Source: an optimization exercise on an open RTL-to-GDS flow (aim: a short achievable clock period and few clock cycles). Production flows keep margins and buffers that such runs may drop. At most, simulation tests tie the RTL to the original design; equivalence was not proved. For run 1, only the layout was checked, not whether the RTL still works. Power figures rest on the tool's default switching activity, not on a simulated workload.

**flow/run.sh**
```bash
#!/bin/bash
# synth_recipe.tcl (not shown) runs the flow's synth.tcl, then flattens the netlist and writes it again
# the make line also repeats each setting of config.mk as NAME=value (left out here)
make -C /OpenROAD-flow-scripts/flow DESIGN_CONFIG=/design/flow/config.mk WORK_HOME=/design/flow/orfs CLKGATE_MAP_FILE= SYNTH_SCRIPT=/design/flow/synth_recipe.tcl finish
```
**flow/constraint.sdc**
```tcl
create_clock -name core_clock -period 5.6 [get_ports {clk}]
set_input_delay 1.1200 -clock core_clock [delete_from_list [all_inputs] [get_ports {clk}]]
set_output_delay 1.1200 -clock core_clock [all_outputs]
set_load 0.01 [all_outputs]
```
**flow/design.v**
```verilog
package definesPkg;
endpackage
module cpu #(parameter BTB_N = 8)
(
   input clk,
   input reset,
   output [15:0] o_pc_addr,
   output o_pc_rd,
   input [15:0] i_pc_rddata,
   output [15:0] o_ldst_addr,
   output o_ldst_rd,
   output o_ldst_wr,
   input [15:0] i_ldst_rddata,
   output [15:0] o_ldst_wrdata,
   output [127:0] o_tb_regs
);
   logic [15:0] pc;             
   logic        d_valid;
   logic        d_btb;          
   logic [15:0] d_fa;           
   logic [15:0] d_pc;           
   logic        e_valid;
   logic [15:0] e_A, e_B;
   logic        e_sadd, e_ssub, e_sb, e_smrg;
   logic        e_wr;           
   logic [2:0]  e_rd;
   logic        e_flags;
   logic        e_ld, e_st;
   logic        e_br;
   logic        e_calw, e_calz, e_caln;
   logic        e_pred;
   logic [15:0] e_fix;
   logic        e_useA;
   logic        w_wr;           
   logic        w_isld;         
   logic [2:0]  w_rd;
   logic [15:0] w_res;          
   logic        fN, fZ;
   logic [15:0] regs [0:7];
   wire [15:0] sum  = e_A + e_B;
   wire [15:0] diff = e_A - e_B;
   wire e_simple = e_sb | e_smrg;
   wire [15:0] res_simple = e_smrg ? {e_B[15:8], e_A[7:0]} : e_B;
   wire [15:0] res = ({16{e_sadd}} & sum) | ({16{e_ssub}} & diff) | ({16{e_simple}} & res_simple);
   wire        res_N = e_ssub ? diff[15] : sum[15];
   wire        res_Z = e_ssub ? (e_A == e_B) : (sum == 16'd0);
   wire taken = e_calw | (e_calz & fZ) | (e_caln & fN);
   wire mispE = e_valid & e_br & (taken ^ e_pred);
   wire [15:0] fixpc = e_useA ? e_A : e_fix;
   wire [15:0] instr = i_pc_rddata;
   wire [4:0]  op = instr[4:0];
   wire [2:0]  rx = instr[7:5];
   wire [2:0]  ry = instr[10:8];
   wire dv = d_valid & ~mispE;
   wire isMV    = op == 5'b00000;
   wire isADD   = op == 5'b00001;
   wire isSUB   = op == 5'b00010;
   wire isCMP   = op == 5'b00011;
   wire isLD    = op == 5'b00100;
   wire isST    = op == 5'b00101;
   wire isMVI   = op == 5'b10000;
   wire isADDI  = op == 5'b10001;
   wire isSUBI  = op == 5'b10010;
   wire isCMPI  = op == 5'b10011;
   wire isMVHI  = op == 5'b10110;
   wire isJR    = op == 5'b01000;
   wire isJZR   = op == 5'b01001;
   wire isJNR   = op == 5'b01010;
   wire isCALLR = op == 5'b01100;
   wire isJ     = op == 5'b11000;
   wire isJZ    = op == 5'b11001;
   wire isJN    = op == 5'b11010;
   wire isCALL  = op == 5'b11100;
   wire readA = isADD | isSUB | isCMP | isST | isADDI | isSUBI | isCMPI | isMVHI |
                isJR | isJZR | isJNR | isCALLR;
   wire readB = isMV | isADD | isSUB | isCMP | isLD | isST;
   wire regjump = isJR | isJZR | isJNR | isCALLR;
   wire dirjump = isJ | isJZ | isJN | isCALL;
   wire eA = e_valid & e_wr & (e_rd == rx);
   wire eB = e_valid & e_wr & (e_rd == ry);
   wire wA = w_wr & (w_rd == rx);
   wire wB = w_wr & (w_rd == ry);
   wire [15:0] w_val = w_isld ? i_ldst_rddata : w_res;
   wire [15:0] rfA = regs[rx];
   wire [15:0] rfB = regs[ry];
   wire [15:0] A_early = wA ? w_val : rfA;
   wire [15:0] B_early = wB ? w_val : rfB;
   wire [15:0] imm8s = {{8{instr[15]}}, instr[15:8]};
   wire [15:0] B_other = readB ? B_early :
                         (isMVHI ? {instr[15:8], 8'd0} :
                         ((isCALL | isCALLR) ? d_pc : imm8s));
   wire fB = readB & eB;
   wire [15:0] A_next = ({16{eA & e_sadd}} & sum) | ({16{eA & e_ssub}} & diff) |
                        ({16{eA & e_simple}} & res_simple) | ({16{~eA}} & A_early);
   wire [15:0] B_next = ({16{fB & e_sadd}} & sum) | ({16{fB & e_ssub}} & diff) |
                        ({16{fB & e_simple}} & res_simple) | ({16{~fB}} & B_other);
   wire [15:0] tgtD = d_pc + {{4{instr[15]}}, instr[15:5], 1'b0};
   wire stall = dv & e_valid & e_ld &
                ((readA & (e_rd == rx)) | (readB & (e_rd == ry)));
   wire eAslow = e_valid & ((e_wr & ~e_simple) | e_ld) & (e_rd == rx);
   wire predT_dir = isJ | isCALL | ((isJZ | isJN) & instr[15]);
   wire predT_reg = (isJR | isCALLR) & ~eAslow;
   wire predT = d_btb | predT_dir | predT_reg;
   wire redirD = dv & ~stall & ~d_btb & (predT_dir | predT_reg);
   wire [15:0] tgt_redir = predT_dir ? tgtD : (eA ? res_simple : A_early);
   localparam NB = BTB_N;
   logic [NB-1:0]  btb_v;
   logic [14:0]    btb_tag [0:NB-1];
   logic [14:0]    btb_tgt [0:NB-1];
   logic [$clog2(NB)-1:0] btb_ptr;
   logic [NB-1:0]  btb_hitv;
   logic [14:0]    btb_t;
   always_comb begin
      btb_t = '0;
      for (int i = 0; i < NB; i++) begin
         btb_hitv[i] = btb_v[i] & (btb_tag[i] == pc[15:1]);
         btb_t = btb_t | ({15{btb_hitv[i]}} & btb_tgt[i]);
      end
   end
   wire btb_hit = |btb_hitv;
   wire btb_alloc = redirD & predT_dir;
   wire [15:0] pc_inc = pc + 16'd2;
   wire [15:0] pc_next = mispE ? fixpc : (stall ? d_fa : (redirD ? tgt_redir : (btb_hit ? {btb_t, 1'b0} : pc_inc)));
   always_ff @(posedge clk or posedge reset) begin
      if (reset) begin
         pc <= '0;
         d_valid <= 1'b0;
         e_valid <= 1'b0;
         w_wr <= 1'b0;
         btb_v <= '0;
         btb_ptr <= '0;
         fN <= 1'b0;
         fZ <= 1'b0;
      end else begin
         pc <= pc_next;
         d_valid <= ~(mispE | stall | redirD);
         e_valid <= dv & ~stall;
         w_wr <= e_valid & (e_wr | e_ld);
         if (btb_alloc) begin
            btb_v[btb_ptr] <= 1'b1;
            btb_ptr <= btb_ptr + 1'b1;
         end
         if (e_valid & e_flags) begin
            fN <= res_N;
            fZ <= res_Z;
         end
      end
   end
   always_ff @(posedge clk) begin
      d_fa <= pc;
      d_btb <= btb_hit;
      if (btb_alloc) begin
         btb_tag[btb_ptr] <= d_fa[15:1];
         btb_tgt[btb_ptr] <= tgtD[15:1];
      end
      d_pc <= pc_inc;
      e_A <= A_next;
      e_B <= B_next;
      e_sadd <= isADD | isADDI;
      e_ssub <= isSUB | isCMP | isSUBI | isCMPI;
      e_sb <= isMV | isMVI | isCALL | isCALLR;
      e_smrg <= isMVHI;
      e_wr <= isMV | isADD | isSUB | isMVI | isADDI | isSUBI | isMVHI | isCALL | isCALLR;
      e_rd <= (isCALL | isCALLR) ? 3'd7 : rx;
      e_flags <= isADD | isSUB | isCMP | isADDI | isSUBI | isCMPI;
      e_ld <= isLD;
      e_st <= isST;
      e_br <= regjump | dirjump;
      e_calw <= isJR | isCALLR | isJ | isCALL;
      e_calz <= isJZR | isJZ;
      e_caln <= isJNR | isJN;
      e_pred <= predT;
      e_fix <= predT ? d_pc : tgtD;
      e_useA <= regjump & ~predT_reg;
      w_rd <= e_rd;
      w_isld <= e_ld;
      w_res <= res;
      if (reset) begin
         regs[0] <= 16'hCAFE; regs[1] <= 16'hBADD; regs[2] <= 16'hCAFE; regs[3] <= 16'hBADD;
         regs[4] <= 16'hCAFE; regs[5] <= 16'hBADD; regs[6] <= 16'hCAFE; regs[7] <= 16'hBADD;
      end else begin
         if (w_wr) regs[w_rd] <= w_val;
      end
   end
   assign o_pc_addr = pc;
   assign o_pc_rd = 1'b1;
   assign o_ldst_addr = e_B;
   assign o_ldst_wrdata = e_A;
   assign o_ldst_rd = 1'b1;
   assign o_ldst_wr = e_valid & e_st;
   assign o_tb_regs = {regs[7], regs[6], regs[5], regs[4], regs[3], regs[2], regs[1], regs[0]};
endmodule
```
**flow/config.mk**
```make
export PLATFORM = sky130hd
export DESIGN_NAME = cpu
export DESIGN_NICKNAME = cpu
export VERILOG_FILES = /design/flow/design.v
export SDC_FILE = /design/flow/constraint.sdc
export NUM_CORES = 4
export LEC_CHECK = 0
export CAP_MARGIN = 20
export CORE_MARGIN = 2
export CORE_UTILIZATION = 40
export PLACE_DENSITY = 0.6
export SETUP_SLACK_MARGIN = 2.8
export SLEW_MARGIN = 20
export TNS_END_PERCENT = 100
```
==> results of run 1 <==
==> Yosys cell counts (9+ instances only) <==
master	count
o21a_1	9
nand4_1	49
or2_2	10
o21ai_0	70
a22o_1	15
buf_2	34
xor2_1	24
nor2_1	124
nand2b_1	13
mux2i_1	64
o211ai_1	9
clkbuf_1	75
edfxtp_1	368
a221oi_1	25
mux4_2	64
dfrtp_1	32
dfxtp_1	117
xnor2_1	160
nor3_1	20
mux2_2	43
nand3_1	23
o22ai_1	22
inv_1	59
a22oi_1	36
or3_1	9
a211oi_1	24
and3_1	15
ha_1	49
nand2_1	207
nor2b_1	14
a21oi_1	55
a21o_1	20
==> metrics by stage <==
| step | setup slack (ns) | power, W | std cells |
|---|---|---|---|
| after CTS | 2.44 | 0.0134 | 3116 |
| after detailed placement | 0.980 | 0.00905 | 2912 |
| final | 2.46 | 0.0139 | 3196 |
| after global placement | 1.05 | 0.00899 | 2911 |
| after global routing | 2.39 | 0.0142 | 3195 |
| after floorplan | 1.84 | 0.00751 | 1987 |
==> power groups by stage <==
stage / Combinational (W) / Sequential (W) / Clock (W)
final: 0.00453 / 0.00567 / 0.00365
after CTS: 0.00404 / 0.00566 / 0.00367
after floorplan: 0.00228 / 0.00523 / 0
after global routing: 0.00475 / 0.00567 / 0.00382
after detailed placement: 0.00304 / 0.00601 / 0
after global placement: 0.00298 / 0.00600 / 0
==> layout make-up <==
| cell class | count | area share [%] |
|---|---|---|
| timing repair buffer | 432 | 13.2 |
| clock buffer | 72 | 4.67 |
| clock inverter | 31 | 0.815 |
| inverter | 59 | 0.693 |
| sequential | 517 | 43.4 |
| tap | 790 | 2.99 |
| multi-input combinational | 1294 | 34.2 |
| antenna | 1 | 0.00758 |
==> worst register-to-register path: cells and delay by family (launching register included) <==
family	cells	cell delay (ns)
DFF	1	0.37
adders and majority gates	2	0.53
and+or+nand+nor	4	1.90
AOI/OAI and AO/OA	1	0.14
xor gates and xnor gates	1	0.16
==> kinds of logic after synthesis <==
kind of cell	count (synthesis)	share of synthesized area, %
other	1	0.0152
flip-flops	517	57.3
AND/OR/NAND/NOR	521	9.90
XOR/XNOR	184	6.51
buffers and inverters	178	2.95
multiplexers	171	10.4
adder cells (fa/ha/maj)	52	2.72
AO/OA/AOI/OAI	362	10.2
==> sequential cells by signal, indices dropped and copies added, names as in the netlist, 3 cells and up <==
signal and flops:
btb_ptr 3, w_rd 3, d_pc 16, btb_tag 120, btb_tgt 120, w_res 16, pc 16, btb_v 8
regs 128, e_A 16, e_fix 16, e_rd 3, d_fa 15, e_B 16
==> what timing repair did <==
item / 4_1_cts / 5_1_grt
gates cloned: 5 / 9
gates resized for setup: 289 / 161
endpoints found under the hold margin: 0 / 0
pin swaps: 43 / 90
setup endpoints to repair: 590 / 382
setup buffers: 96 / 70
==> worst min-delay path by stage <==
stage / endpoint / cells after the start / slack (ns) / from
6_report: w_rd[1] / 0 / 0.44 / e_rd[1]
2_1_floorplan: e_fix[0] / 0 / 0.34 / d_pc[0]
4_1_cts: w_rd[1] / 0 / 0.44 / e_rd[1]
5_1_grt: w_isld / 0 / 0.45 / e_ld
3_5_place_dp: w_rd[2] / 0 / 0.41 / e_rd[2]
3_3_place_gp: w_rd[2] / 0 / 0.41 / e_rd[2]
==> per-layer routing <==
layer	global-route usage [%]	routed length [um]
met5	0	123
met4	11.3	4240
met3	5.49	8810
met2	45.5	44400
met1	39.0	37700
==> impl_metrics.toml, run 1 <==
[outcome]
outcome = "timing/DRC/antenna clean"

[worst_setup_path]
cp-end-kind = "flop"
rr_startpoint = "e_A[0]"
crit_type = "reg2reg"
r2r-end = "fZ"
r2r_slack_ns = 2.46
slowest_stage = "or4b_4"
startpoint = "e_A[0]"
timing.critical_path.buf_inv = 0
reg2reg_depth = 8
max_stage_delay_ns = 0.52
crit_fanout = 2
path_cells = "ha_4, fa_2, xnor2_2, or4b_4, or4_4, or4_4, or4_4, o21ai_2"
cp.required_ns = 6.18
critPathCapture = "fZ"
worstPathArrival_ns = 3.72
path_delay_family = "simple AND/OR/NAND/NOR gates"
crit_path_start_kind = "flop"
cpMostUsedCell = "or4_4"
cp.depth = 8

[route]
drt-total-wl_mm = 95.3
firstDrtPassIters = 6
antenna_left = 0
avgViaCountPerCell = 6.11
vias = 19500
drc_errors = 0
initialDrtViolationCount = 2180
detail_route.wl_per_cell_um = 29.8

[logic_synthesis]
syn_area_um2 = 24800
synthCells = 1986
ys_ff_latch = 517
synthTopCellsByArea = "edfxtp_1, dfxtp_1, mux4_2, xnor2_1, dfrtp_1"
synth_warnings = 1
synth_flop_cell = "edfxtp_1"
synth-async-reset-ratio_pct = 6.19
synth.avg_cell_area_um2 = 12.5
synth_edf_count = 368
yosysTopAreaCell = "edfxtp_1"
ys_types = 76
synth.top_cell.area_share_pct = 44.6
seq_area_frac_synth_pct = 57.3

[finish]
nFillCells = 5095
layout-drive-gt1-share_pct = 28.6
final_core_util_pct = 53.7
multi_input_area_um2 = 11300
fin_nets = 2445
area_delta_synth_final_pct = 33.4
design_area_um2 = 33000
regArea_um2 = 14300
mostFrequentLayoutCell = "edfxtp_1"
mostFrequentLayoutCells = "edfxtp_1, nand2_1, buf_4, clkdlybuf4s50_1, xnor2_1"

[cts]
clk_path_buf_depth = 3
clk_latency_ns = 0.65
clock_sinks = 517
clk_pin_slew_ns = 0.06
cts_inserted_buffers = 55
cts_tree = "done"
root_buffer = "clkbuf_16"
hold_buffers = 0
cts.htree.levels = 2

[global_routing]
grt_pass1_wl_mm = 132
grt_overflow = 0
antenna_found_initial = 11
grt.total_usage_pct = 28.7
grt_max_degree = 41
grt_pass1_vias = 18700

[floorplanning]
start_util_pct = 40.3
die_h_um = 253
io_pins = 213
rows = 91
die_area_um2 = 63900
core_um2 = 61500
die_w_um = 253

[pwr]
power.leakage_nw = 11.7
intPower_w = 0.00897
swShare_pct = 35.3
clock_power_share_pct = 26.3
combPwrFrac_pct = 32.7
pwr-share-seq_pct = 41.0
vdd_drop_max_v = 0.000308
switchingPower_w = 0.00488
pwr_density_cell_nw_per_um2 = 419

[placed_design]
gp_congestion = 0.916
place_area_um2 = 28000
dp_hpwl_mm = 60.7
port_buffers = 210

[timing]
fin_setup_tns_ns = 0
grt_setup_unrepaired = "true"
hold_viol_final = 0
slew_viol_final = 0
setup_violations = 0
clock.fmax_mhz = 318
timing.final.crit_share_pct = 56.1
fin_worst_skew_ns = 0.0635
tightest_slew_ns = 1.15
relSlewSlack_pct = 22.8
timing.hold.ws_ns = 0.441
min_period_ns = 3.14

[min_path]
hold_class = "reg2reg"

[run]
drv_cap = 0
==> run 2: changes to the inputs <==
--- a/flow/design.v
+++ b/flow/design.v
@@ -1,6 +1,6 @@
 package definesPkg;
 endpackage
-module cpu #(parameter BTB_N = 8)
+module cpu
 (
    input clk,
    input reset,
@@ -103,11 +103,11 @@
    wire predT = d_btb | predT_dir | predT_reg;
    wire redirD = dv & ~stall & ~d_btb & (predT_dir | predT_reg);
    wire [15:0] tgt_redir = predT_dir ? tgtD : (eA ? res_simple : A_early);
-   localparam NB = BTB_N;
+   localparam NB = 8;
    logic [NB-1:0]  btb_v;
    logic [14:0]    btb_tag [0:NB-1];
    logic [14:0]    btb_tgt [0:NB-1];
-   logic [$clog2(NB)-1:0] btb_ptr;
+   logic [2:0]     btb_ptr;        
    logic [NB-1:0]  btb_hitv;
    logic [14:0]    btb_t;
    always_comb begin
--- a/flow/config.mk
+++ b/flow/config.mk
@@ -9,6 +9,6 @@
 export CORE_MARGIN = 2
 export CORE_UTILIZATION = 40
 export PLACE_DENSITY = 0.6
-export SETUP_SLACK_MARGIN = 2.8
+export SETUP_SLACK_MARGIN = 3.3
 export SLEW_MARGIN = 20
 export TNS_END_PERCENT = 100
==> run 2 against run 1 <==
Critical endpoint unchanged. Sequential share of layout area is 4.1 points lower. First-iteration DRC count rose by 18%. Clock power decreased by 1%. Maximum frequency down 2.5%. Global-route usage increased by 2.4 points. Sequential power shrank 1%. Synthesized cell count unchanged. Still clean. Count of clock-buffer cells in the layout fell by 3. Critical path type unchanged. Combinational power increased by 24%. Area after synthesis unchanged.
==> impl_metrics.toml, run 2 <==
[worst_setup_path]
crit_type = "reg2reg"
cpMostUsedCell = "or4_4"
cp-end-kind = "flop"
path_cells = "ha_4, fa_2, xnor2_2, or4b_4, or4_4, or4_4, or4_4, o21ai_1"
r2r-end = "fZ"
rr_startpoint = "e_B[0]"
cp.required_ns = 6.13
crit_fanout = 2
reg2reg_depth = 8
worstPathArrival_ns = 3.75
crit_path_start_kind = "flop"
slowest_stage = "or4b_4"
r2r_slack_ns = 2.38
max_stage_delay_ns = 0.52

[timing]
relSlewSlack_pct = 20.6
fin_worst_skew_ns = 0.0630
grt_setup_unrepaired = "true"
min_period_ns = 3.22
clock.fmax_mhz = 310
timing.final.crit_share_pct = 57.5
hold_viol_final = 0
tightest_slew_ns = 1.16
setup_violations = 0
fin_setup_tns_ns = 0
slew_viol_final = 0

[pwr]
vdd_drop_max_v = 0.000290
switchingPower_w = 0.00527
combPwrFrac_pct = 37.9
swShare_pct = 35.5
finalPower_w = 0.0149
pwr_density_cell_nw_per_um2 = 407
power.leakage_nw = 13.5
intPower_w = 0.00958
pwr-share-seq_pct = 37.8
clock_power_share_pct = 24.3

[logic_synthesis]
synth_warnings = 1
synthCells = 1986
synthMuxAreaShare_pct = 10.4
synthTopCellsByArea = "edfxtp_1, dfxtp_1, mux4_2, xnor2_1, dfrtp_1"
yosysTopAreaCell = "edfxtp_1"
synth.top_cell.area_share_pct = 44.6
syn_area_um2 = 24800
seq_area_frac_synth_pct = 57.3
synthSimpleGateAreaFrac_pct = 9.90
synth_flop_cell = "edfxtp_1"
synth-async-reset-ratio_pct = 6.19
synth.avg_cell_area_um2 = 12.5
synth-compound-area-share_pct = 10.2
ys_types = 76
synth_top_family_by_area = "multiplexers"
yosysMostFrequentCell = "edfxtp_1"
synth-adder-area-share_pct = 2.72
synth_common_cells = "edfxtp_1, nand2_1, xnor2_1"
synth_edf_count = 368
synth-xor-area-share_pct = 6.51
ys_ff_latch = 517

[finish]
area_delta_synth_final_pct = 47.5
mostFrequentLayoutCells = "edfxtp_1, buf_4, buf_6, nand2_1, xnor2_1"
mostFrequentLayoutCell = "edfxtp_1"
antenna_cells = 0
layout-drive-gt1-share_pct = 45.9
final_core_util_pct = 59.4
regMostFlops = "regs"
reg_top3 = "regs x128, btb_tag x120, btb_tgt x120"
fin_nets = 2715
largest_register_ffs = 128
design_area_um2 = 36500

[cts]
clk_pin_slew_ns = 0.07
clk_latency_ns = 0.66
hold_buffers = 0
clk_path_buf_depth = 3
cts.htree.levels = 2
clock_sinks = 517
cts_tree = "done"
root_buffer = "clkbuf_16"
cts_inserted_buffers = 55

[route]
drc_errors = 0
vias = 21100
drt-total-wl_mm = 103
firstDrtPassIters = 8
avgViaCountPerCell = 6.08
initialDrtViolationCount = 2562
detail_route.wl_per_cell_um = 29.9
antenna_left = 0

[floorplanning]
core_um2 = 61500
die_area_um2 = 63900
start_util_pct = 40.3
die_w_um = 253
io_pins = 213
die_h_um = 253
rows = 91

[min_path]
hold_path_startpoint = "e_ld"
holdPathEnd = "w_isld"
hold_class = "reg2reg"
hold_depth = 0

[outcome]
outcome = "timing/DRC/antenna clean"

[global_routing]
grt_max_degree = 37
grt_overflow = 0
grt_pass1_vias = 20500
grt.total_usage_pct = 31.1
grt_pass1_wl_mm = 143
antenna_found_initial = 8

[placed_design]
gp_congestion = 0.932
place_area_um2 = 28300
port_buffers = 210
dp_hpwl_mm = 61.5

[run]
drv_cap = 0
run 2: what timing repair did:
item,4_1_cts,5_1_grt
gates resized for setup,1304,190
cloned,32,8
pin swaps,125,86
setup buffers,333,76
setup endpoints to repair,850,633
run 2: metal layers:
| layer | vias to the layer above | share of wire (%) | track usage [%] |
|---|---|---|---|
| met4 | 14 | 5.4 | 14.0 |
| met2 | 1401 | 46 | 49.4 |
| met3 | 320 | 11 | 7.29 |
| met1 | 10600 | 38 | 40.6 |
| li1 | 8758 | - | - |
| met5 | - | 0.088 | 0 |
run 2: layout make-up:
cell class	count	area (um^2)
fill	4764	25000
sequential	517	14400
multi-input combinational	1293	12100
timing repair buffer	703	7130
clock buffer	69	1430
tap	790	988
clock inverter	33	317
inverter	59	231
run 2: how the worst max path moves through the flow:
| stage | startpoint | endpoint | cells after the start |
|---|---|---|---|
| after CTS | e_B[0] | fZ | 8 |
| final | e_B[0] | fZ | 8 |
| after global placement | i_pc_rddata[10] | pc[13] | 10 |
| after global routing | i_pc_rddata[2] | btb_tgt[3][14] | 16 |
| after detailed placement | i_pc_rddata[10] | pc[13] | 10 |
| after floorplan | i_pc_rddata[7] | btb_tag[1][0] | 10 |
run 2: cell families after synthesis:
family / after synthesis
and+or+nand+nor: 521
AOI/OAI and AO/OA: 362
other: 1
adders and majority gates: 52
buffers and inverters: 178
DFF: 517
xor gates and xnor gates: 184
muxes: 171
run 2: critical path, delay by kind of cell (launching register included):
kind | cells | cell delay, ns
AO/OA/AOI/OAI | 1 | 0.13
flip-flops | 1 | 0.36
adder cells (fa/ha/maj) | 2 | 0.55
XOR/XNOR | 1 | 0.16
AND/OR/NAND/NOR | 4 | 1.90
run 2: power groups by stage:
stage               registers [W]  logic (W)  clock network [W]
detailed placement        0.00589    0.00329                  0
global placement          0.00587    0.00324                  0
floorplan                 0.00523    0.00237                  0
finish                    0.00561    0.00563            0.00361
global route              0.00561    0.00584            0.00377
CTS                       0.00557    0.00506            0.00362
run 2: per-stage QoR:
stage,hold WS (ns),worst slack (ns),cells
after global placement,0.411,1.07,2913
after floorplan,0.345,1.84,1987
after detailed placement,0.414,0.973,2913
after CTS,0.439,2.40,3380
after global routing,0.456,2.30,3464
final,0.454,2.38,3464
Testbench counts of run 2, summed over its fixed seeds: cycles 59,437.
==> run 3: changes to the inputs <==
--- a/flow/design.v
+++ b/flow/design.v
@@ -17,6 +17,8 @@
    logic [15:0] pc;             
    logic        d_valid;
    logic        d_btb;          
+   logic        d_replay;       
+   logic [15:0] d_hold;
    logic [15:0] d_fa;           
    logic [15:0] d_pc;           
    logic        e_valid;
@@ -37,17 +39,38 @@
    logic [15:0] w_res;          
    logic        fN, fZ;
    logic [15:0] regs [0:7];
-   wire [15:0] sum  = e_A + e_B;
-   wire [15:0] diff = e_A - e_B;
+   function automatic [15:0] ks_add(input [15:0] a, input [15:0] b, input cin);
+      logic [15:0] g, p, x;
+      logic [15:0] gn, pn;
+      g = a & b;
+      p = a | b;
+      x = a ^ b;
+      g[0] = g[0] | (p[0] & cin);
+      for (int d = 1; d < 16; d = d * 2) begin
+         gn = g;
+         pn = p;
+         for (int i = d; i < 16; i++) begin
+            gn[i] = g[i] | (p[i] & g[i-d]);
+            pn[i] = p[i] & p[i-d];
+         end
+         g = gn;
+         p = pn;
+      end
+      ks_add = x ^ {g[14:0], cin};
+   endfunction
+   wire [15:0] sum  = ks_add(e_A, e_B, 1'b0);
+   wire [15:0] diff = ks_add(e_A, ~e_B, 1'b1);
+   wire [15:0] e_or = e_A | e_B;
+   wire        sum_zero = &(~((e_A ^ e_B) ^ {e_or[14:0], 1'b0}));
    wire e_simple = e_sb | e_smrg;
    wire [15:0] res_simple = e_smrg ? {e_B[15:8], e_A[7:0]} : e_B;
    wire [15:0] res = ({16{e_sadd}} & sum) | ({16{e_ssub}} & diff) | ({16{e_simple}} & res_simple);
    wire        res_N = e_ssub ? diff[15] : sum[15];
-   wire        res_Z = e_ssub ? (e_A == e_B) : (sum == 16'd0);
+   wire        res_Z = e_ssub ? (e_A == e_B) : sum_zero;
    wire taken = e_calw | (e_calz & fZ) | (e_caln & fN);
    wire mispE = e_valid & e_br & (taken ^ e_pred);
    wire [15:0] fixpc = e_useA ? e_A : e_fix;
-   wire [15:0] instr = i_pc_rddata;
+   wire [15:0] instr = d_replay ? d_hold : i_pc_rddata;
    wire [4:0]  op = instr[4:0];
    wire [2:0]  rx = instr[7:5];
    wire [2:0]  ry = instr[10:8];
@@ -94,7 +117,7 @@
                         ({16{eA & e_simple}} & res_simple) | ({16{~eA}} & A_early);
    wire [15:0] B_next = ({16{fB & e_sadd}} & sum) | ({16{fB & e_ssub}} & diff) |
                         ({16{fB & e_simple}} & res_simple) | ({16{~fB}} & B_other);
-   wire [15:0] tgtD = d_pc + {{4{instr[15]}}, instr[15:5], 1'b0};
+   wire [15:0] tgtD = ks_add(d_pc, {{4{instr[15]}}, instr[15:5], 1'b0}, 1'b0);
    wire stall = dv & e_valid & e_ld &
                 ((readA & (e_rd == rx)) | (readB & (e_rd == ry)));
    wire eAslow = e_valid & ((e_wr & ~e_simple) | e_ld) & (e_rd == rx);
@@ -107,6 +130,7 @@
    logic [NB-1:0]  btb_v;
    logic [14:0]    btb_tag [0:NB-1];
    logic [14:0]    btb_tgt [0:NB-1];
+   logic [NB-1:0]  btb_r7;         
    logic [2:0]     btb_ptr;        
    logic [NB-1:0]  btb_hitv;
    logic [14:0]    btb_t;
@@ -117,27 +141,42 @@
          btb_t = btb_t | ({15{btb_hitv[i]}} & btb_tgt[i]);
       end
    end
-   wire btb_hit = |btb_hitv;
-   wire btb_alloc = redirD & predT_dir;
+   wire hit_dir = |(btb_hitv & ~btb_r7);
+   wire hit_r7 = |(btb_hitv & btb_r7);
+   wire dWr7 = dv & ((((isMV | isADD | isSUB | isLD | isMVI | isADDI | isSUBI | isMVHI)) & (rx == 3'd7)) |
+                     isCALL | isCALLR);
+   wire r7_busy = dWr7 | (e_valid & (e_wr | e_ld) & (e_rd == 3'd7)) | (w_wr & (w_rd == 3'd7));
+   wire btb_pred = hit_dir | (hit_r7 & ~r7_busy);
+   wire [15:0] btb_target = hit_r7 ? regs[7] : {btb_t, 1'b0};
+   wire alloc_r7 = predT_reg & (rx == 3'd7);
+   wire btb_alloc = redirD & (predT_dir | alloc_r7);
+   logic        al_q, al_r7;
+   logic [14:0] al_tag, al_tgt;
    wire [15:0] pc_inc = pc + 16'd2;
-   wire [15:0] pc_next = mispE ? fixpc : (stall ? d_fa : (redirD ? tgt_redir : (btb_hit ? {btb_t, 1'b0} : pc_inc)));
+   wire [15:0] pc_next = mispE ? fixpc : (stall ? pc : (redirD ? tgt_redir : (btb_pred ? btb_target : pc_inc)));
    always_ff @(posedge clk or posedge reset) begin
       if (reset) begin
          pc <= '0;
          d_valid <= 1'b0;
+         d_replay <= 1'b0;
          e_valid <= 1'b0;
          w_wr <= 1'b0;
          btb_v <= '0;
+         al_q <= 1'b0;
+         btb_r7 <= '0;
          btb_ptr <= '0;
          fN <= 1'b0;
          fZ <= 1'b0;
       end else begin
          pc <= pc_next;
-         d_valid <= ~(mispE | stall | redirD);
+         d_valid <= ~(mispE | redirD);
+         d_replay <= stall;
          e_valid <= dv & ~stall;
          w_wr <= e_valid & (e_wr | e_ld);
-         if (btb_alloc) begin
+         al_q <= btb_alloc;
+         if (al_q) begin
             btb_v[btb_ptr] <= 1'b1;
+            btb_r7[btb_ptr] <= al_r7;
             btb_ptr <= btb_ptr + 1'b1;
          end
          if (e_valid & e_flags) begin
@@ -147,13 +186,19 @@
       end
    end
    always_ff @(posedge clk) begin
-      d_fa <= pc;
-      d_btb <= btb_hit;
-      if (btb_alloc) begin
-         btb_tag[btb_ptr] <= d_fa[15:1];
-         btb_tgt[btb_ptr] <= tgtD[15:1];
-      end
-      d_pc <= pc_inc;
+      d_hold <= instr;
+      if (!stall) begin
+         d_fa <= pc;
+         d_pc <= pc_inc;
+            d_btb <= btb_pred;
+      end
+      al_r7 <= alloc_r7;
+      al_tag <= d_fa[15:1];
+      al_tgt <= tgtD[15:1];
+      if (al_q) begin
+         btb_tag[btb_ptr] <= al_tag;
+         btb_tgt[btb_ptr] <= al_tgt;
+      end
       e_A <= A_next;
       e_B <= B_next;
       e_sadd <= isADD | isADDI;
==> run 3 against run 2 <==
Still clean. Sequential cell count increased by 57. Cell count increased by 22%. Combinational power decreased by 6.0%. Maximum frequency increased by 0.84%. Area after synthesis increased by 15%. Register-to-register slack improved by 0.04 ns. Sequential power increased by 8.6%. Setup slack improved by 0.027 ns. Critical endpoint is now pc[12]. Largest cell class unchanged.
==> impl_metrics.toml, run 3 <==
[worst_setup_path]
crit_path_start_kind = "input port"
crit_fanout = 8
path_cells = "clkdlybuf4s15_2, mux2i_4, buf_12, buf_4, mux4_2, nand2_1, nand2_1, o21ai_1, o211ai_1, o21ai_1, a221oi_1, a22o_1"
worstPathArrival_ns = 3.76
max_stage_delay_ns = 0.49
reg2reg_depth = 12
crit_type = "in2reg"
cp.required_ns = 6.16
rr_startpoint = "d_replay"
timing.critical_path.buf_inv = 3
cp-end-kind = "flop"
r2r_slack_ns = 2.42
r2r-end = "pc[12]"
slowest_stage = "mux4_2"
path_delay_family = "compound AO/OA/AOI/OAI gates"

[finish]
fin_nets = 3374
regArea_um2 = 15900
reg_top3 = "regs x128, btb_tag x120, btb_tgt x120"
layout-drive-gt1-share_pct = 42.5
largest_register_ffs = 128
regMostFlops = "regs"
mostFrequentLayoutCell = "buf_4"
nFillCells = 5660
area_delta_synth_final_pct = 46.0
antenna_cells = 0
multi_input_area_um2 = 14400
mostFrequentLayoutCells = "buf_4, edfxtp_1, nand2_1, buf_2, buf_6"

[min_path]
hold_depth = 0
hold_path_startpoint = "d_fa[1]"
holdPathEnd = "al_tag[0]"
hold_class = "reg2reg"

[pwr]
intPower_w = 0.0102
switchingPower_w = 0.00539
swShare_pct = 34.6
pwr-share-seq_pct = 39.2
power.leakage_nw = 15.7
pwr_density_cell_nw_per_um2 = 376
combPwrFrac_pct = 34.0
vdd_drop_max_v = 0.000280
clock_power_share_pct = 26.8

[logic_synthesis]
synth_common_cells = "edfxtp_1, nand2_1, nor2_1"
ys_ff_latch = 574
synth-async-reset-ratio_pct = 7.32
synth_warnings = 1
syn_area_um2 = 28300
yosysMostFrequentCell = "edfxtp_1"
yosysTopAreaCell = "edfxtp_1"
ys_types = 85
synth_flop_cell = "edfxtp_1"
synth_edf_count = 400
synth.avg_cell_area_um2 = 11.3
synthCells = 2498
seq_area_frac_synth_pct = 55.4
synth.top_cell.area_share_pct = 42.4
synthTopCellsByArea = "edfxtp_1, dfxtp_1, nand2_1, ha_1, xnor2_1"

[cts]
cts_tree = "done"
hold_buffers = 0
clock_sinks = 574
clk_path_buf_depth = 3
cts.htree.levels = 2
root_buffer = "clkbuf_16"
cts_inserted_buffers = 59
clk_pin_slew_ns = 0.06
clk_latency_ns = 0.68

[global_routing]
grt_max_degree = 66
grt.total_usage_pct = 30.9
grt_pass1_wl_mm = 166
grt_overflow = 0
grt_pass1_vias = 24000
antenna_found_initial = 0

[timing]
fin_setup_tns_ns = 0
tightest_slew_ns = 1.24
min_period_ns = 3.19
slew_viol_final = 0
hold_viol_final = 0
timing.hold.ws_ns = 0.338
timing.final.crit_share_pct = 57.0
clock.fmax_mhz = 313
relSlewSlack_pct = 15.8
fin_worst_skew_ns = 0.0623
grt_setup_unrepaired = "true"
setup_violations = 0
fin_ws_ns = 2.41

[route]
avgViaCountPerCell = 5.90
drc_errors = 0
vias = 25000
initialDrtViolationCount = 2680
drt-total-wl_mm = 120
detail_route.wl_per_cell_um = 28.3
firstDrtPassIters = 6
antenna_left = 0

[floorplanning]
rows = 97
die_area_um2 = 73000
io_pins = 213
die_w_um = 270
die_h_um = 270
core_um2 = 70100
start_util_pct = 40.4

[placed_design]
post-place-ws_ns = 1.02
dp_hpwl_mm = 76.9
gp_congestion = 0.980
port_buffers = 210

[outcome]
outcome = "timing/DRC/antenna clean"

[run]
drv_cap = 0
-- run 3: cell types whose count changed in the layout (fill, tap and decap cells not counted), moves of 38 or more --
cell	before	now
xnor2_1	140	102
xor2_1	15	58
buf_6	199	132
nand3_1	15	80
buf_4	275	426
nand2_1	179	353
inv_1	48	87
-- run 3: worst max path at each step --
stage                              start  endpoint  slack (ns)  depth (start not counted)
after floorplan           i_pc_rddata[5]    pc[15]        1.89                         16
after global placement    i_pc_rddata[7]    pc[15]        1.07                         12
after detailed placement  i_pc_rddata[7]    pc[15]        1.02                         12
after CTS                       d_replay    pc[15]        2.48                         15
after global routing            d_replay    pc[14]        2.36                         15
final                     i_pc_rddata[6]    pc[12]        2.41                         12
-- run 3: power by group through the flow --
stage / clock network [W] / registers [W] / logic, W
after floorplan: 0 / 0.00575 / 0.00218
after global placement: 0 / 0.00632 / 0.00312
after detailed placement: 0 / 0.00632 / 0.00314
after CTS: 0.00418 / 0.00607 / 0.00461
after global routing: 0.00436 / 0.00614 / 0.00552
final: 0.00418 / 0.00609 / 0.00529
-- run 3: per-stage QoR --
step                      area, um^2  utilization (%)  std cells  power, W
after global routing           41400             59.0       4236    0.0160
after CTS                      38900             55.5       4101    0.0149
after floorplan                29000                -       2499   0.00793
after detailed placement       32100             45.7       3588   0.00946
final                          41400             59.0       4236    0.0156
after global placement         32100             45.7       3588   0.00944
-- run 3: layout make-up --
| type | count | share of cell area [%] |
|---|---|---|
| clock buffer | 78 | 3.84 |
| clock inverter | 33 | 1.11 |
| inverter | 126 | 1.29 |
| multi-input combinational | 1682 | 34.8 |
| sequential | 574 | 38.4 |
| tap | 940 | 2.84 |
| timing repair buffer | 798 | 17.5 |
| timing repair inverter | 5 | 0.194 |
-- run 3: repair_timing --
action | in CTS | in global routing
pin swaps | 116 | 109
resized for setup | 1236 | 262
cloned | 17 | 11
endpoints found under the setup margin | 599 | 346
setup buffers | 385 | 124
-- run 3: logic make-up (layout without fill, tap and decap cells) --
group           count (synthesis)  in the layout  share of synthesized area, %
xor+xnor                      199            199                          6.18
flops                         574            574                          55.4
fa+ha+maj                      94             94                          4.23
mux                           120            120                          6.00
compound gates                419            420                          10.4
simple gates                  841            847                          13.9
other cells                     1              2                        0.0132
buf+inv                       250           1040                          3.92
-- run 3: metal layers --
layer	track usage [%]	share of wire [%]	up-vias
met5	0	0	-
met4	17.2	6.6	0
met1	39.3	38	12500
met2	50.8	47	1506
met3	4.54	8.4	398
li1	-	-	10600
Testbench counts of run 3, summed over its fixed seeds: cycles 58,138.
==> run 4: changes to the inputs <==
--- a/flow/design.v
+++ b/flow/design.v
@@ -117,15 +117,17 @@
                         ({16{eA & e_simple}} & res_simple) | ({16{~eA}} & A_early);
    wire [15:0] B_next = ({16{fB & e_sadd}} & sum) | ({16{fB & e_ssub}} & diff) |
                         ({16{fB & e_simple}} & res_simple) | ({16{~fB}} & B_other);
-   wire [15:0] tgtD = ks_add(d_pc, {{4{instr[15]}}, instr[15:5], 1'b0}, 1'b0);
+   wire [15:0] tgtD = ks_add(d_pc, {{4{i_pc_rddata[15]}}, i_pc_rddata[15:5], 1'b0}, 1'b0);
    wire stall = dv & e_valid & e_ld &
                 ((readA & (e_rd == rx)) | (readB & (e_rd == ry)));
    wire eAslow = e_valid & ((e_wr & ~e_simple) | e_ld) & (e_rd == rx);
-   wire predT_dir = isJ | isCALL | ((isJZ | isJN) & instr[15]);
+      wire [4:0] op_raw = i_pc_rddata[4:0];
+   wire predT_dir = ~d_replay & ((op_raw == 5'b11000) | (op_raw == 5'b11100) |
+                                 (((op_raw == 5'b11001) | (op_raw == 5'b11010)) & i_pc_rddata[15]));
    wire predT_reg = (isJR | isCALLR) & ~eAslow;
    wire predT = d_btb | predT_dir | predT_reg;
    wire redirD = dv & ~stall & ~d_btb & (predT_dir | predT_reg);
-   wire [15:0] tgt_redir = predT_dir ? tgtD : (eA ? res_simple : A_early);
+   wire [15:0] tgt_reg = eA ? res_simple : A_early;
    localparam NB = 8;
    logic [NB-1:0]  btb_v;
    logic [14:0]    btb_tag [0:NB-1];
@@ -153,7 +155,9 @@
    logic        al_q, al_r7;
    logic [14:0] al_tag, al_tgt;
    wire [15:0] pc_inc = pc + 16'd2;
-   wire [15:0] pc_next = mispE ? fixpc : (stall ? pc : (redirD ? tgt_redir : (btb_pred ? btb_target : pc_inc)));
+   wire sel_tgtD = redirD & predT_dir;
+   wire [15:0] pc_other = mispE ? fixpc : (stall ? pc : (redirD ? tgt_reg : (btb_pred ? btb_target : pc_inc)));
+   wire [15:0] pc_next = sel_tgtD ? tgtD : pc_other;
    always_ff @(posedge clk or posedge reset) begin
       if (reset) begin
          pc <= '0;
==> run 4 against run 3 <==
Sequential share of layout area is 0.54 points lower. Die area is 0.43% higher. Largest power group unchanged. Combinational power is 7.4% higher. Synthesized cell count is 4.2% higher. Cell count is 2.2% higher. Area after synthesis is 0.43% higher. Sequential cell count stayed put. Via count is 3.6% higher.
==> impl_metrics.toml, run 4 <==
[cts]
clock_sinks = 574
clk_latency_ns = 0.62
cts.htree.levels = 3
cts_tree = "done"
cts_inserted_buffers = 66
root_buffer = "clkbuf_16"
clk_path_buf_depth = 3
clk_pin_slew_ns = 0.07

[logic_synthesis]
synth_flop_cell = "edfxtp_1"
synth_warnings = 1
yosysTopAreaCell = "edfxtp_1"
synth-compound-area-share_pct = 10.5
synthTopCellsByArea = "edfxtp_1, dfxtp_1, nand2_1, ha_1, dfrtp_1"
synthCells = 2602
synthSimpleGateAreaFrac_pct = 15.8
synth_edf_count = 400
ys_types = 84
synth.avg_cell_area_um2 = 10.9
seq_area_frac_synth_pct = 55.2
synth_common_cells = "nand2_1, edfxtp_1, nor2_1"
synth_top_family_by_area = "simple AND/OR/NAND/NOR gates"
synth-xor-area-share_pct = 6.15
synth.top_cell.area_share_pct = 42.2
yosysMostFrequentCell = "nand2_1"
syn_area_um2 = 28500
synth-adder-area-share_pct = 4.21
ys_ff_latch = 574
synthMuxAreaShare_pct = 4.41
synth-async-reset-ratio_pct = 7.32

[placed_design]
place_area_um2 = 32400
gp_congestion = 0.961
port_buffers = 210
dp_hpwl_mm = 77.0
dp_cells = 3677
post-place-ws_ns = 0.951

[floorplanning]
die_h_um = 271
die_w_um = 271
core_um2 = 70300
start_util_pct = 40.5
die_area_um2 = 73300
io_pins = 213
rows = 97

[timing]
min_period_ns = 3.09
setup_violations = 0
tightest_slew_ns = 1.14
timing.final.crit_share_pct = 55.1
grt_setup_unrepaired = "true"
hold_viol_final = 0
fin_setup_tns_ns = 0
fin_ws_ns = 2.51
slew_viol_final = 0
relSlewSlack_pct = 24.2
clock.fmax_mhz = 324
fin_worst_skew_ns = 0.0305

[pwr]
vdd_drop_max_v = 0.000196
pwr_density_cell_nw_per_um2 = 382
power.leakage_nw = 15.9

[finish]
fin_nets = 3462
nFillCells = 5573
layout.cells.non_filler = 4330
mostFrequentLayoutCell = "edfxtp_1"
reg_top3 = "regs x128, btb_tag x120, btb_tgt x120"
regMostFlops = "regs"
largest_register_ffs = 128
layout-drive-gt1-share_pct = 42.8
mostFrequentLayoutCells = "edfxtp_1, buf_4, nand2_1, buf_6, buf_2"
design_area_um2 = 42000
area_delta_synth_final_pct = 47.5

[worst_setup_path]
crit_path_start_kind = "flop"
worstPathArrival_ns = 3.57
cp.required_ns = 6.08
crit_fanout = 6
crit_type = "reg2reg"
cp-end-kind = "flop"

[route]
detail_route.wl_per_cell_um = 27.8
initialDrtViolationCount = 3203
antenna_left = 0
drt-total-wl_mm = 120
drc_errors = 0
vias = 25900
avgViaCountPerCell = 5.98
firstDrtPassIters = 6

[global_routing]
grt_pass1_wl_mm = 171
grt_overflow = 0
antenna_found_initial = 6
grt.total_usage_pct = 31.6
grt_pass1_vias = 25100
grt_max_degree = 35

[outcome]
outcome = "timing/DRC/antenna clean"

[run]
drv_cap = 0

[min_path]
hold_class = "reg2reg"
run 4: stage by stage:
stage          power [W]  util, %  hold WS (ns)
3_5_place_dp     0.00974     46.0         0.327
6_report          0.0160     59.7         0.337
3_3_place_gp     0.00968     46.0         0.324
5_1_grt           0.0165     59.7         0.347
2_1_floorplan    0.00809        -         0.323
4_1_cts           0.0154     56.8         0.341
run 4: final timing paths:
kind                               from        end  slack (ns)  depth (start not counted)
min in group asynchronous         reset      pc[4]        0.91                          4
worst max register to register    pc[4]      pc[1]        2.51                         13
max in group asynchronous         reset      pc[0]        4.35                          4
worst max-delay path              pc[4]      pc[1]        2.51                         13
worst min-delay path            d_fa[9]  al_tag[8]        0.34                          0
worst min register to register  d_fa[9]  al_tag[8]        0.34                          0
run 4: worst max-delay path: stages, from the launching register on:
cell and delay (ns):
dfrtp_4 0.56, xor2_1 0.20, or4_4 0.58, or3_4 0.36, o22ai_4 0.18, nor4_4 0.09
o211ai_1 0.17, buf_4 0.18, buf_8 0.14, buf_12 0.12, buf_12 0.10, o211ai_1 0.07
a31oi_1 0.15, a21oi_1 0.05
run 4: report_power, final:
group / leakage (nW) / switching (W) / internal, W
Combinational: 9.68 / 0.00314 / 0.00254
Sequential: 5.15 / 0.000762 / 0.00536
Clock: 1.02 / 0.00181 / 0.00241
Total: 15.9 / 0.00571 / 0.0103
run 4: cell type report:
type / instances / area, um^2 / area share (%)
Antenna cell: 4 / 10.0 / 0.0238
Clock buffer: 92 / 1840 / 4.38
Clock inverter: 28 / 233 / 0.554
Inverter: 138 / 591 / 1.41
Multi-Input combinational cell: 1768 / 15000 / 35.8
Sequential cell: 574 / 15900 / 37.8
Tap cell: 940 / 1180 / 2.80
Timing Repair Buffer: 786 / 7210 / 17.2
run 4: per-layer routing:
| layer | vias to the layer above | GRT usage, % | share of wire [%] |
|---|---|---|---|
| met4 | 4 | 15.5 | 5.6 |
| met1 | 13000 | 41.5 | 40 |
| met5 | - | 0 | 0.016 |
| met3 | 365 | 5.52 | 8.6 |
| li1 | 11000 | - | - |
| met2 | 1486 | 50.6 | 46 |
run 4: repair_timing:
action	CTS	global route
setup buffers	386	118
resized for setup	1387	223
gates cloned	23	2
setup endpoints to repair	538	401
pin swaps	131	114
hold buffers	0	0
run 4: kinds of logic after synthesis:
logic type      count (synthesis)
fa+ha+maj                      94
mux                            81
flops                         574
xor+xnor                      200
simple gates                  950
compound gates                434
other cells                     1
buf+inv                       268
Testbench counts of run 4, summed over its fixed seeds: cycles 58,138.
==> run 5: changes to the inputs <==
--- a/flow/design.v
+++ b/flow/design.v
@@ -104,8 +104,8 @@
    wire wA = w_wr & (w_rd == rx);
    wire wB = w_wr & (w_rd == ry);
    wire [15:0] w_val = w_isld ? i_ldst_rddata : w_res;
-   wire [15:0] rfA = regs[rx];
-   wire [15:0] rfB = regs[ry];
+   wire [15:0] rfA = d_replay ? regs[d_hold[7:5]] : regs[i_pc_rddata[7:5]];
+   wire [15:0] rfB = d_replay ? regs[d_hold[10:8]] : regs[i_pc_rddata[10:8]];
    wire [15:0] A_early = wA ? w_val : rfA;
    wire [15:0] B_early = wB ? w_val : rfB;
    wire [15:0] imm8s = {{8{instr[15]}}, instr[15:8]};
@@ -120,14 +120,17 @@
    wire [15:0] tgtD = ks_add(d_pc, {{4{i_pc_rddata[15]}}, i_pc_rddata[15:5], 1'b0}, 1'b0);
    wire stall = dv & e_valid & e_ld &
                 ((readA & (e_rd == rx)) | (readB & (e_rd == ry)));
-   wire eAslow = e_valid & ((e_wr & ~e_simple) | e_ld) & (e_rd == rx);
+   wire e7 = e_valid & (e_wr | e_ld) & (e_rd == 3'd7);
+   wire e7slow = e7 & ~e_simple;
+   wire w7 = w_wr & (w_rd == 3'd7);
+   wire [15:0] r7_fwd = e7 ? res_simple : (w7 ? w_val : regs[7]);
       wire [4:0] op_raw = i_pc_rddata[4:0];
    wire predT_dir = ~d_replay & ((op_raw == 5'b11000) | (op_raw == 5'b11100) |
                                  (((op_raw == 5'b11001) | (op_raw == 5'b11010)) & i_pc_rddata[15]));
-   wire predT_reg = (isJR | isCALLR) & ~eAslow;
+   wire predT_reg = (isJR | isCALLR) & (rx == 3'd7) & ~e7slow;
    wire predT = d_btb | predT_dir | predT_reg;
    wire redirD = dv & ~stall & ~d_btb & (predT_dir | predT_reg);
-   wire [15:0] tgt_reg = eA ? res_simple : A_early;
+   wire [15:0] tgt_reg = r7_fwd;
    localparam NB = 8;
    logic [NB-1:0]  btb_v;
    logic [14:0]    btb_tag [0:NB-1];
@@ -147,10 +150,10 @@
    wire hit_r7 = |(btb_hitv & btb_r7);
    wire dWr7 = dv & ((((isMV | isADD | isSUB | isLD | isMVI | isADDI | isSUBI | isMVHI)) & (rx == 3'd7)) |
                      isCALL | isCALLR);
-   wire r7_busy = dWr7 | (e_valid & (e_wr | e_ld) & (e_rd == 3'd7)) | (w_wr & (w_rd == 3'd7));
+   wire r7_busy = dWr7 | e7 | w7;
    wire btb_pred = hit_dir | (hit_r7 & ~r7_busy);
    wire [15:0] btb_target = hit_r7 ? regs[7] : {btb_t, 1'b0};
-   wire alloc_r7 = predT_reg & (rx == 3'd7);
+   wire alloc_r7 = predT_reg;
    wire btb_alloc = redirD & (predT_dir | alloc_r7);
    logic        al_q, al_r7;
    logic [14:0] al_tag, al_tgt;
--- a/flow/config.mk
+++ b/flow/config.mk
@@ -9,6 +9,6 @@
 export CORE_MARGIN = 2
 export CORE_UTILIZATION = 40
 export PLACE_DENSITY = 0.6
-export SETUP_SLACK_MARGIN = 3.3
+export SETUP_SLACK_MARGIN = 3.0
 export SLEW_MARGIN = 20
 export TNS_END_PERCENT = 100
==> run 5 against run 4 <==
Still clean. Sequential share of layout area rose by 2.4 points. Design area fell by 6.1%. Combinational power fell by 19%. Sequential cell count did not move. Register-to-register slack got worse by 0.09 ns. Clock skew rose by 0.025 ns. Critical endpoint is now e_fix[15].
==> impl_metrics.toml, run 5 <==
[outcome]
outcome = "timing/DRC/antenna clean"

[worst_setup_path]
worstPathArrival_ns = 3.73
timing.critical_path.buf_inv = 2
crit_path_start_kind = "input port"
path_cells = "buf_12, inv_4, fa_2, o21ba_4, o311a_4, a211oi_4, a221oi_2, a221oi_2, a21oi_1, o21bai_1, xnor2_2, mux2_4"
cp.required_ns = 6.10
crit_fanout = 10
r2r_slack_ns = 2.42
cp-end-kind = "flop"
cp.depth = 12
reg2reg_depth = 14
cpMostUsedCell = "a221oi_2"
slowest_stage = "fa_2"
max_stage_delay_ns = 0.41
r2r-end = "pc[12]"
crit_type = "in2reg"
path_delay_family = "compound AO/OA/AOI/OAI gates"
rr_startpoint = "pc[12]"

[route]
initialDrtViolationCount = 3067
vias = 24300
detail_route.wl_per_cell_um = 29.1
antenna_left = 0
drt-total-wl_mm = 115
firstDrtPassIters = 6
drc_errors = 0
avgViaCountPerCell = 6.12

[pwr]
pwr_density_cell_nw_per_um2 = 378
power.leakage_nw = 14.1
vdd_drop_max_v = 0.000284

[logic_synthesis]
synth_edf_count = 400
seq_area_frac_synth_pct = 52.5
synthCells = 2461
synth.top_cell.area_share_pct = 40.2
synthSimpleGateAreaFrac_pct = 10.5
synth.avg_cell_area_um2 = 12.1
syn_area_um2 = 29900
synth-adder-area-share_pct = 4.04
yosysMostFrequentCell = "edfxtp_1"
synth-xor-area-share_pct = 5.93
synth_top_family_by_area = "multiplexers"
synth-async-reset-ratio_pct = 7.32
synth_common_cells = "edfxtp_1, nand2_1, nor2_1"
synthMuxAreaShare_pct = 12.6
synth-compound-area-share_pct = 10.3
yosysTopAreaCell = "edfxtp_1"
synth_flop_cell = "edfxtp_1"
ys_types = 84
synthTopCellsByArea = "edfxtp_1, mux4_2, dfxtp_1, xnor2_1, ha_1"
synth_warnings = 1
ys_ff_latch = 574

[timing]
relSlewSlack_pct = 27.9
fin_setup_tns_ns = 0
slew_viol_final = 0
setup_violations = 0
fin_ws_ns = 2.37
grt_setup_unrepaired = "true"
min_period_ns = 3.23
hold_viol_final = 0
tightest_slew_ns = 1.08
timing.final.crit_share_pct = 57.6
clock.fmax_mhz = 310
fin_worst_skew_ns = 0.0552

[finish]
antenna_cells = 0
layout-drive-gt1-share_pct = 31.5
largest_register_ffs = 128
fin_nets = 3070
area_delta_synth_final_pct = 31.9
mostFrequentLayoutCells = "edfxtp_1, buf_4, nand2_1, nor2_1, xnor2_1"
layout.cells.non_filler = 3961
mostFrequentLayoutCell = "edfxtp_1"
reg_top3 = "regs x128, btb_tag x120, btb_tgt x120"
regMostFlops = "regs"

[floorplanning]
core_um2 = 74200
start_util_pct = 40.3
rows = 100
die_area_um2 = 77000
io_pins = 213
die_h_um = 277
die_w_um = 277

[cts]
clock_sinks = 574
hold_buffers = 0
clk_path_buf_depth = 3
clk_pin_slew_ns = 0.06
cts.htree.levels = 2
cts_tree = "done"
root_buffer = "clkbuf_16"
cts_inserted_buffers = 59
clk_latency_ns = 0.66

[global_routing]
grt_max_degree = 43
antenna_found_initial = 8
grt.total_usage_pct = 29.2
grt_pass1_vias = 23400
grt_overflow = 0
grt_pass1_wl_mm = 164

[min_path]
hold_path_startpoint = "d_fa[12]"
hold_depth = 0
holdPathEnd = "al_tag[11]"
hold_class = "reg2reg"

[placed_design]
port_buffers = 210
dp_cells = 3549
dp_hpwl_mm = 74.9
gp_congestion = 0.964
post-place-ws_ns = 1.03

[run]
drv_cap = 0
run 5: cell types whose count changed after synthesis, moves of 38 or more:
cell,delta
nor4_1,-50
a311oi_1,-38
xnor2_1,+60
nor2_1,+43
nand2_1,-189
mux4_2,+96
nand3_1,-61
xor2_1,-63
o22ai_1,+54
run 5: logic make-up after synthesis:
kind of cell	count (synthesis)
AND/OR/NAND/NOR	641
multiplexers	211
AO/OA/AOI/OAI	457
flip-flops	574
buffers and inverters	282
adder cells (fa/ha/maj)	95
other	1
XOR/XNOR	200
run 5: where the power goes:
| group | switching, W | leakage, nW | total (W) | internal [W] |
|---|---|---|---|---|
| Combinational | 0.00251 | 7.94 | 0.00460 | 0.00210 |
| Clock | 0.00173 | 0.973 | 0.00409 | 0.00236 |
| Sequential | 0.000809 | 5.14 | 0.00622 | 0.00541 |
run 5: how the worst max path moves through the flow:
stage	startpoint	end	slack (ns)
6_report	i_pc_rddata[6]	e_fix[15]	2.37
2_1_floorplan	i_pc_rddata[6]	pc[15]	2.02
3_5_place_dp	i_pc_rddata[1]	pc[2]	1.03
5_1_grt	i_pc_rddata[5]	e_fix[15]	2.29
4_1_cts	i_pc_rddata[5]	e_fix[15]	2.41
3_3_place_gp	i_pc_rddata[1]	pc[11]	1.14
run 5: per-stage QoR:
step | cell area [um^2] | total power (W) | util, % | hold slack [ns]
2_1_floorplan | 30400 | 0.00823 | - | 0.323
3_3_place_gp | 33300 | 0.00964 | 44.9 | 0.324
3_5_place_dp | 33300 | 0.00968 | 44.9 | 0.331
4_1_cts | 38600 | 0.0146 | 52.1 | 0.338
5_1_grt | 39400 | 0.0154 | 53.1 | 0.350
6_report | 39400 | 0.0149 | 53.1 | 0.337
run 5: layout make-up:
class / count / area [um^2]
Timing Repair Buffer: 571 / 5250
Timing Repair inverter: 1 / 7.51
Clock buffer: 87 / 1680
Sequential cell: 574 / 15900
Clock inverter: 24 / 319
Inverter: 125 / 503
Fill cell: 6212 / 34800
Multi-Input combinational cell: 1610 / 14600
Tap cell: 969 / 1210
run 5: layer usage:
| metal | vias up | wire length [um] | GRT usage [%] |
|---|---|---|---|
| met4 | 10 | 4900 | 10.9 |
| met1 | 12200 | 45600 | 40.3 |
| met2 | 1544 | 51700 | 45.1 |
| met5 | - | 67 | 0 |
| li1 | 10200 | - | - |
| met3 | 262 | 12900 | 6.22 |
run 5: repair_timing:
item                                    4_1_cts  5_1_grt
buffers inserted                            249       41
pin swaps                                    92       59
gates cloned                                  7        4
resized for setup                           612      115
endpoints found under the setup margin      497      219
Testbench counts of run 5, summed over its fixed seeds: cycles 58,138.

## afterwards: timing with drivers on the ports
The flow's constraints put no driver on any port. The routed layouts listed below were extracted and timed again, unchanged, in two steps.
Step 1, drivers: a clkbuf_16 drives clk and a buf_2 each remaining input, both assumed.
Step 2 times the ports against the registers' clock, not the clock port: input delays grow and output delays shrink by t, the midpoint of the rising clock arrivals with the driver on.
Three values: no drivers, after step 1, after step 2; two values: the first two.
| run | t, ns | setup WS [ns] | worst setup path after step 2 |
|---|---|---|---|
| run 1 | 0.684 | 2.459 / 2.459 / 2.000 | input to register |
| run 2 | 0.694 | 2.379 / 2.379 / 1.708 | input to register |
| run 3 | 0.715 | 2.406 / 2.423 / 1.728 | input to register |
| run 4 | 0.675 | 2.514 / 2.514 / 1.860 | input to register |
| run 5 | 0.704 | 2.372 / 2.379 / 1.675 | input to register |
After both steps setup and hold are still met in every run listed. For run 5, which loses most, drivers alone change the setup slack by +0.007 ns; drivers and shift together by -0.697 ns.
